Background: an optimization exercise with open tools, aiming at small area, a short achievable clock period and few clock cycles per item. Do not read the settings as production practice.

==> inputs of job 6575 <==
==> flow/design.v <==
module ysyx_22040228multiplier (
    input  wire        clk,
    input  wire        rst,
    input  wire        mult_ready,
    input  wire [7:0]  inst_opcode,
    input  wire [63:0] mult_op1,
    input  wire [63:0] mult_op2,
    output wire [63:0] product_val,
    output wire        mult_finish
);
    localparam K  = 8;               
    localparam G  = 64 / K + 1;      
    localparam GW = 4;               
    localparam W  = 65 + K;          
    wire op_mul    = (inst_opcode == 8'b00001110);
    wire op_mulh   = (inst_opcode == 8'b00011100);
    wire op_mulhsu = (inst_opcode == 8'b00111000);
    wire op_mulhu  = (inst_opcode == 8'b01110000);
    wire op_mulw   = (inst_opcode == 8'b11100000);
    wire lowmode   = op_mul | op_mulw;           
    wire sa        = ~op_mulhu;
    wire sb        = ~(op_mulhu | op_mulhsu);
    wire [64:0] a65 = op_mulw ? {{33{mult_op1[31]}}, mult_op1[31:0]} : {sa & mult_op1[63], mult_op1};
    wire [64:0] b65 = op_mulw ? {{33{mult_op2[31]}}, mult_op2[31:0]} : {sb & mult_op2[63], mult_op2};
    wire [G-1:0] fits_a, fits_b;
    genvar gi;
    generate
        for (gi = 1; gi <= G; gi = gi + 1) begin : g_fit
            if (gi * K >= 65) begin : g_all
                assign fits_a[gi-1] = 1'b1;
                assign fits_b[gi-1] = 1'b1;
            end else begin : g_chk
                assign fits_a[gi-1] = (&a65[64:gi*K-1]) | ~(|a65[64:gi*K-1]);
                assign fits_b[gi-1] = (&b65[64:gi*K-1]) | ~(|b65[64:gi*K-1]);
            end
        end
    endgenerate
    wire swap = |(fits_a & ~fits_b);
    wire [64:0] mp = swap ? a65 : b65;
    wire [64:0] mc = swap ? b65 : a65;
    wire [G-1:0] fits = swap ? fits_a : fits_b;
    reg [GW-1:0] nm1;
    integer i;
    always @(*) begin
        nm1 = G - 1;
        for (i = G - 1; i >= 1; i = i - 1)
            if (fits[i-1]) nm1 = i - 1;
    end
    wire [G*K+1:0] mpx = {{(G*K+1-65){mp[64]}}, mp, 1'b0};
    function [K:0] grp;
        input [GW-1:0] g;
        integer j;
        begin
            grp = {(K+1){1'b0}};
            for (j = 0; j < G; j = j + 1)
                if (g == j) grp = mpx[j*K +: K+1];
        end
    endfunction
    reg          busy;      
    reg          stepping;  
    reg          fin;
    reg          first;     
    reg          lsb;       
    reg [GW-1:0] cur;       
    reg [GW-1:0] last_r;    
    reg [K:0]    grp_r;
    reg [64:0]   mc_r;
    reg [W-1:0]  acc;
    wire start = mult_ready & ~busy;
    wire is_last = lsb ? (cur == last_r) : (cur == {GW{1'b0}});
    wire [GW-1:0] nxt = lsb ? cur + 1'b1 : cur - 1'b1;
    wire [GW-1:0] first_idx = lowmode ? nm1 : {GW{1'b0}};
    always @(posedge clk) begin
        if (rst) begin
            busy     <= 1'b0;
            stepping <= 1'b0;
            fin      <= 1'b0;
        end else if (start) begin
            busy     <= 1'b1;
            stepping <= 1'b1;
            fin      <= 1'b0;
        end else if (busy) begin
            if (fin | ~mult_ready) begin
                busy     <= 1'b0;
                stepping <= 1'b0;
                fin      <= 1'b0;
            end else if (stepping & is_last) begin
                stepping <= 1'b0;
                fin      <= 1'b1;
            end
        end
    end
    always @(posedge clk) begin
        mc_r  <= mc;
        first <= start;
        if (start) begin
            lsb    <= ~lowmode;
            cur    <= first_idx;
            last_r <= nm1;
            grp_r  <= grp(first_idx);
        end else begin
            cur    <= nxt;
            grp_r  <= grp(nxt);
        end
    end
    wire [W-1:0] mcx = {{(W-65){mc_r[64]}}, mc_r};
    reg  [W-1:0] ppsum;
    reg  [W-1:0] negv;
    integer d;
    reg [2:0] bd;
    reg [W-1:0] sel;
    reg b_one, b_two, b_neg;
    always @(*) begin
        ppsum = {W{1'b0}};
        negv  = {W{1'b0}};
        for (d = 0; d < K / 2; d = d + 1) begin
            bd    = grp_r[2*d +: 3];
            b_neg = bd[2];
            b_one = bd[1] ^ bd[0];
            b_two = (bd == 3'b011) | (bd == 3'b100);
            sel   = ({W{b_one}} & mcx) | ({W{b_two}} & (mcx << 1));
            ppsum = ppsum + (({W{b_neg}} ^ sel) << (2 * d));
            negv[2*d] = b_neg;
        end
    end
    wire [W-1:0] x = first ? {W{1'b0}} :
                     lsb   ? {{K{acc[W-1]}}, acc[W-1:K]} :
                             {acc[W-1-K:0], {K{1'b0}}};
    wire [W-1:0] s = x + ppsum + negv;
    always @(posedge clk) acc <= s;
    wire [GW-1:0] u = (64 / K) - last_r;               
    wire signed [W-1:0] accs = acc;
    wire signed [W-1:0] hi = accs >>> (u * K);
    assign product_val = op_mul  ? acc[63:0] :
                         op_mulw ? {{32{acc[31]}}, acc[31:0]} :
                         (op_mulh | op_mulhsu | op_mulhu) ? hi[63:0] : 64'd0;
    assign mult_finish = fin;
endmodule
==> flow/run.sh <==
#!/bin/bash
# synth_recipe.tcl (not shown) runs the flow's synth.tcl, then flattens the netlist and writes it again
# the make line also repeats each setting of config.mk as NAME=value (left out here)
make -C /OpenROAD-flow-scripts/flow DESIGN_CONFIG=/design/flow/config.mk WORK_HOME=/design/flow/orfs CLKGATE_MAP_FILE= SYNTH_SCRIPT=/design/flow/synth_recipe.tcl finish
==> flow/config.mk <==
export PLATFORM = sky130hd
export DESIGN_NAME = ysyx_22040228multiplier
export DESIGN_NICKNAME = ysyx_22040228multiplier
export VERILOG_FILES = /design/flow/design.v
export SDC_FILE = /design/flow/constraint.sdc
export NUM_CORES = 4
export LEC_CHECK = 0
export CAP_MARGIN = 20
export CORE_MARGIN = 2
export CORE_UTILIZATION = 40
export PLACE_DENSITY = 0.6
export SETUP_SLACK_MARGIN = 2.5
export SLEW_MARGIN = 20
export TNS_END_PERCENT = 100
==> flow/constraint.sdc <==
create_clock -name core_clock -period 6.5 [get_ports {clk}]
set_input_delay 1.3000 -clock core_clock [delete_from_list [all_inputs] [get_ports {clk}]]
set_output_delay 1.3000 -clock core_clock [all_outputs]
set_load 0.01 [all_outputs]
==> inputs of job 9762, as changes to job 6575 <==
==> flow/design.v, changed modules only <==
module ysyx_22040228multiplier (
    input  wire        clk,
    input  wire        rst,
    input  wire        mult_ready,
    input  wire [7:0]  inst_opcode,
    input  wire [63:0] mult_op1,
    input  wire [63:0] mult_op2,
    output wire [63:0] product_val,
    output wire        mult_finish
);
    localparam K  = 8;               
    localparam ND = K / 2;           
    localparam G  = 64 / K + 1;      
    localparam GW = 4;               
    localparam W  = 65 + K;          
    wire op_mul    = (inst_opcode == 8'b00001110);
    wire op_mulh   = (inst_opcode == 8'b00011100);
    wire op_mulhsu = (inst_opcode == 8'b00111000);
    wire op_mulhu  = (inst_opcode == 8'b01110000);
    wire op_mulw   = (inst_opcode == 8'b11100000);
    wire pw        = inst_opcode[7];                       
    wire lowmode   = inst_opcode[7] | ~inst_opcode[4];     
    wire sa        = ~inst_opcode[6] | inst_opcode[7];     
    wire sb        = ~inst_opcode[5] | inst_opcode[7];     
    wire [64:0] a65 = pw ? {{33{mult_op1[31]}}, mult_op1[31:0]} : {sa & mult_op1[63], mult_op1};
    wire [64:0] b65 = pw ? {{33{mult_op2[31]}}, mult_op2[31:0]} : {sb & mult_op2[63], mult_op2};
    wire [G-1:0] fits_a, fits_b;
    genvar gi;
    generate
        for (gi = 1; gi <= G; gi = gi + 1) begin : g_fit
            if (gi * K >= 65) begin : g_all
                assign fits_a[gi-1] = 1'b1;
                assign fits_b[gi-1] = 1'b1;
            end else begin : g_chk
                assign fits_a[gi-1] = (&a65[64:gi*K-1]) | ~(|a65[64:gi*K-1]);
                assign fits_b[gi-1] = (&b65[64:gi*K-1]) | ~(|b65[64:gi*K-1]);
            end
        end
    endgenerate
    wire [G-1:0] top_a = fits_a & ~{fits_a[G-2:0], 1'b0};
    wire [G-1:0] top_b = fits_b & ~{fits_b[G-2:0], 1'b0};
    wire swap = |(fits_a & ~fits_b);
    wire [64:0] mc = swap ? b65 : a65;
    wire [G*K+1:0] ax = {{(G*K+1-65){a65[64]}}, a65, 1'b0};
    wire [G*K+1:0] bx = {{(G*K+1-65){b65[64]}}, b65, 1'b0};
    reg  [K:0]    ga_top, gb_top;
    reg  [GW-1:0] na_m1, nb_m1;
    integer i;
    always @(*) begin
        ga_top = {(K+1){1'b0}};
        gb_top = {(K+1){1'b0}};
        na_m1  = {GW{1'b0}};
        nb_m1  = {GW{1'b0}};
        for (i = 0; i < G; i = i + 1) begin
            ga_top = ga_top | ({(K+1){top_a[i]}} & ax[i*K +: K+1]);
            gb_top = gb_top | ({(K+1){top_b[i]}} & bx[i*K +: K+1]);
            na_m1  = na_m1 | ({GW{top_a[i]}} & i[GW-1:0]);
            nb_m1  = nb_m1 | ({GW{top_b[i]}} & i[GW-1:0]);
        end
    end
    wire [GW-1:0] nm1 = swap ? na_m1 : nb_m1;
    wire [K:0] g_first = lowmode ? (swap ? ga_top : gb_top)
                                 : (swap ? ax[K:0] : bx[K:0]);
    reg swap_r;
    wire [G*K+1:0] mpx = swap_r ? ax : bx;
    function [K:0] grp;
        input [GW-1:0] g;
        integer j;
        begin
            grp = {(K+1){1'b0}};
            for (j = 0; j < G; j = j + 1)
                if (g == j) grp = mpx[j*K +: K+1];
        end
    endfunction
    function [3*ND-1:0] benc;
        input [K:0] b;
        integer j;
        reg [2:0] t;
        begin
            for (j = 0; j < ND; j = j + 1) begin
                t = b[2*j +: 3];
                benc[3*j+2] = t[2];
                benc[3*j+1] = (t == 3'b011) | (t == 3'b100);
                benc[3*j]   = t[1] ^ t[0];
            end
        end
    endfunction
    reg          busy;      
    reg          stepping;  
    reg          fin;
    reg          xl, xm;    
    reg          lsb;       
    reg [GW-1:0] cur;       
    reg [GW-1:0] last_r;    
    reg [3*ND-1:0] enc_r;
    reg [64:0]   mc_r;
    reg [W-1:0]  acc;
    wire start = mult_ready & ~busy;
    wire is_last = lsb ? (cur == last_r) : (cur == {GW{1'b0}});
    wire [GW-1:0] nxt = lsb ? cur + 1'b1 : cur - 1'b1;
    wire [GW-1:0] first_idx = lowmode ? nm1 : {GW{1'b0}};
    always @(posedge clk) begin
        if (rst) begin
            busy     <= 1'b0;
            stepping <= 1'b0;
            fin      <= 1'b0;
        end else if (start) begin
            busy     <= 1'b1;
            stepping <= 1'b1;
            fin      <= 1'b0;
        end else if (busy) begin
            if (fin | ~mult_ready) begin
                busy     <= 1'b0;
                stepping <= 1'b0;
                fin      <= 1'b0;
            end else if (stepping & is_last) begin
                stepping <= 1'b0;
                fin      <= 1'b1;
            end
        end
    end
    always @(posedge clk) begin
        mc_r   <= mc;
        swap_r <= swap;
        xl   <= ~start & lsb;
        xm   <= ~start & ~lsb;
        if (start) begin
            lsb    <= ~lowmode;
            cur    <= first_idx;
            last_r <= nm1;
            enc_r  <= benc(g_first);
        end else begin
            cur    <= nxt;
            enc_r  <= benc(grp(nxt));
        end
    end
    reg  [W-1:0] rows [0:ND-1];
    reg  [W-1:0] negv;
    reg  [65:0]  sel;
    reg  [W-1:0] cst;
    integer d;
    always @(*) begin
        negv = {W{1'b0}};
        cst  = {W{1'b0}};
        for (d = 0; d < ND; d = d + 1) begin
            sel = ({66{enc_r[3*d]}} & {mc_r[64], mc_r}) | ({66{enc_r[3*d+1]}} & {mc_r, 1'b0});
            sel = sel ^ {66{enc_r[3*d+2]}};
            rows[d] = {{(W-66){1'b0}}, ~sel[65], sel[64:0]} << (2 * d);
            negv[2*d] = enc_r[3*d+2];
            cst = cst - ({{(W-1){1'b0}}, 1'b1} << (65 + 2 * d));
        end
    end
    wire [W-1:0] x = ({W{xl}} & {{K{acc[W-1]}}, acc[W-1:K]}) |
                     ({W{xm}} & {acc[W-1-K:0], {K{1'b0}}});
    reg [W-1:0] s;
    always @(*) begin
        s = x + negv + cst;
        for (d = 0; d < ND; d = d + 1) s = s + rows[d];
    end
    always @(posedge clk) acc <= s;
    wire [GW-1:0] u = (64 / K) - last_r;               
    wire signed [W-1:0] accs = acc;
    wire signed [W-1:0] hi = accs >>> (u * K);
    assign product_val = op_mul  ? acc[63:0] :
                         op_mulw ? {{32{acc[31]}}, acc[31:0]} :
                         (op_mulh | op_mulhsu | op_mulhu) ? hi[63:0] : 64'd0;
    assign mult_finish = fin;
endmodule
--- a/flow/config.mk
+++ b/flow/config.mk
@@ -9,6 +9,4 @@
 export CORE_MARGIN = 2
 export CORE_UTILIZATION = 40
 export PLACE_DENSITY = 0.6
-export SETUP_SLACK_MARGIN = 2.5
 export SLEW_MARGIN = 20
-export TNS_END_PERCENT = 100
==> qor summary <==
item	job 9762	job 6575
Status	timing/DRC/antenna clean	timing/DRC/antenna clean
Routed met1 length	49700 um	49200 um
Via density per instance	6.05	6.18
Post-route worst setup slack	0.436 ns	0.439 ns
Skew-Pair Late Insertion Delay	0.47 ns	0.50 ns
Dpl cells	4444	4309
Maximum operating frequency	165 MHz	165 MHz
Estimated wirelength of the detail-placed design	87500 um	83600 um
Compound-gate portion of the synthesized area	25.6%	22.9%
Highest cell delay on the worst timing path	0.68 ns	0.58 ns
Share of synthesized area spent on multiplexers	7.30%	8.18%
Post-cts repair resize count	0	651
Fraction of area in multi-input gates	70.1%	67.5%
Area of the mapped netlist	28100 um2	26800 um2
Width of the die	269 um	263 um
Vias in the first global route	25.4k	27.3k
Crit path required time	6.90 ns	6.91 ns
Function was not checked in any run of this note: the RTL went through the layout flow alone.

[separate check: timing with driven ports]
In the flow no input, the clock included, has a driving cell. The finished layouts below were timed again as built, in two steps. Step 1 (the two cells are an assumption about what drives the block):
set clk [get_ports {clk}]
set_driving_cell -lib_cell sky130_fd_sc_hd__clkbuf_16 $clk
set_driving_cell -lib_cell sky130_fd_sc_hd__buf_2 [delete_from_list [all_inputs] $clk]
Step 2 adds t to the input delays and takes it off the output delays; t is the mean of the earliest and latest rising clock arrival at the registers after step 1. Input paths then give back, and output paths get back, about the clock's delay inside the block. a / b / c = ideal / step 1 / step 2; a / b = the first two.
| run | t (ns) | setup slack, ns | latest minus earliest clock arrival (ns) | slew at the worst register clock pin (ns) |
|---|---|---|---|---|
| job 6575 | 0.555 | 0.439 / 0.439 / 0.397 | 0.017 / 0.017 | 0.08 / 0.08 |
| job 9762 | 0.514 | 0.436 / 0.436 / 0.436 | 0.019 / 0.019 | 0.08 / 0.08 |
After both steps setup and hold are still met in every run listed. For job 6575, which loses most, drivers alone change the setup slack by 0.000 ns; drivers and shift together by -0.042 ns.
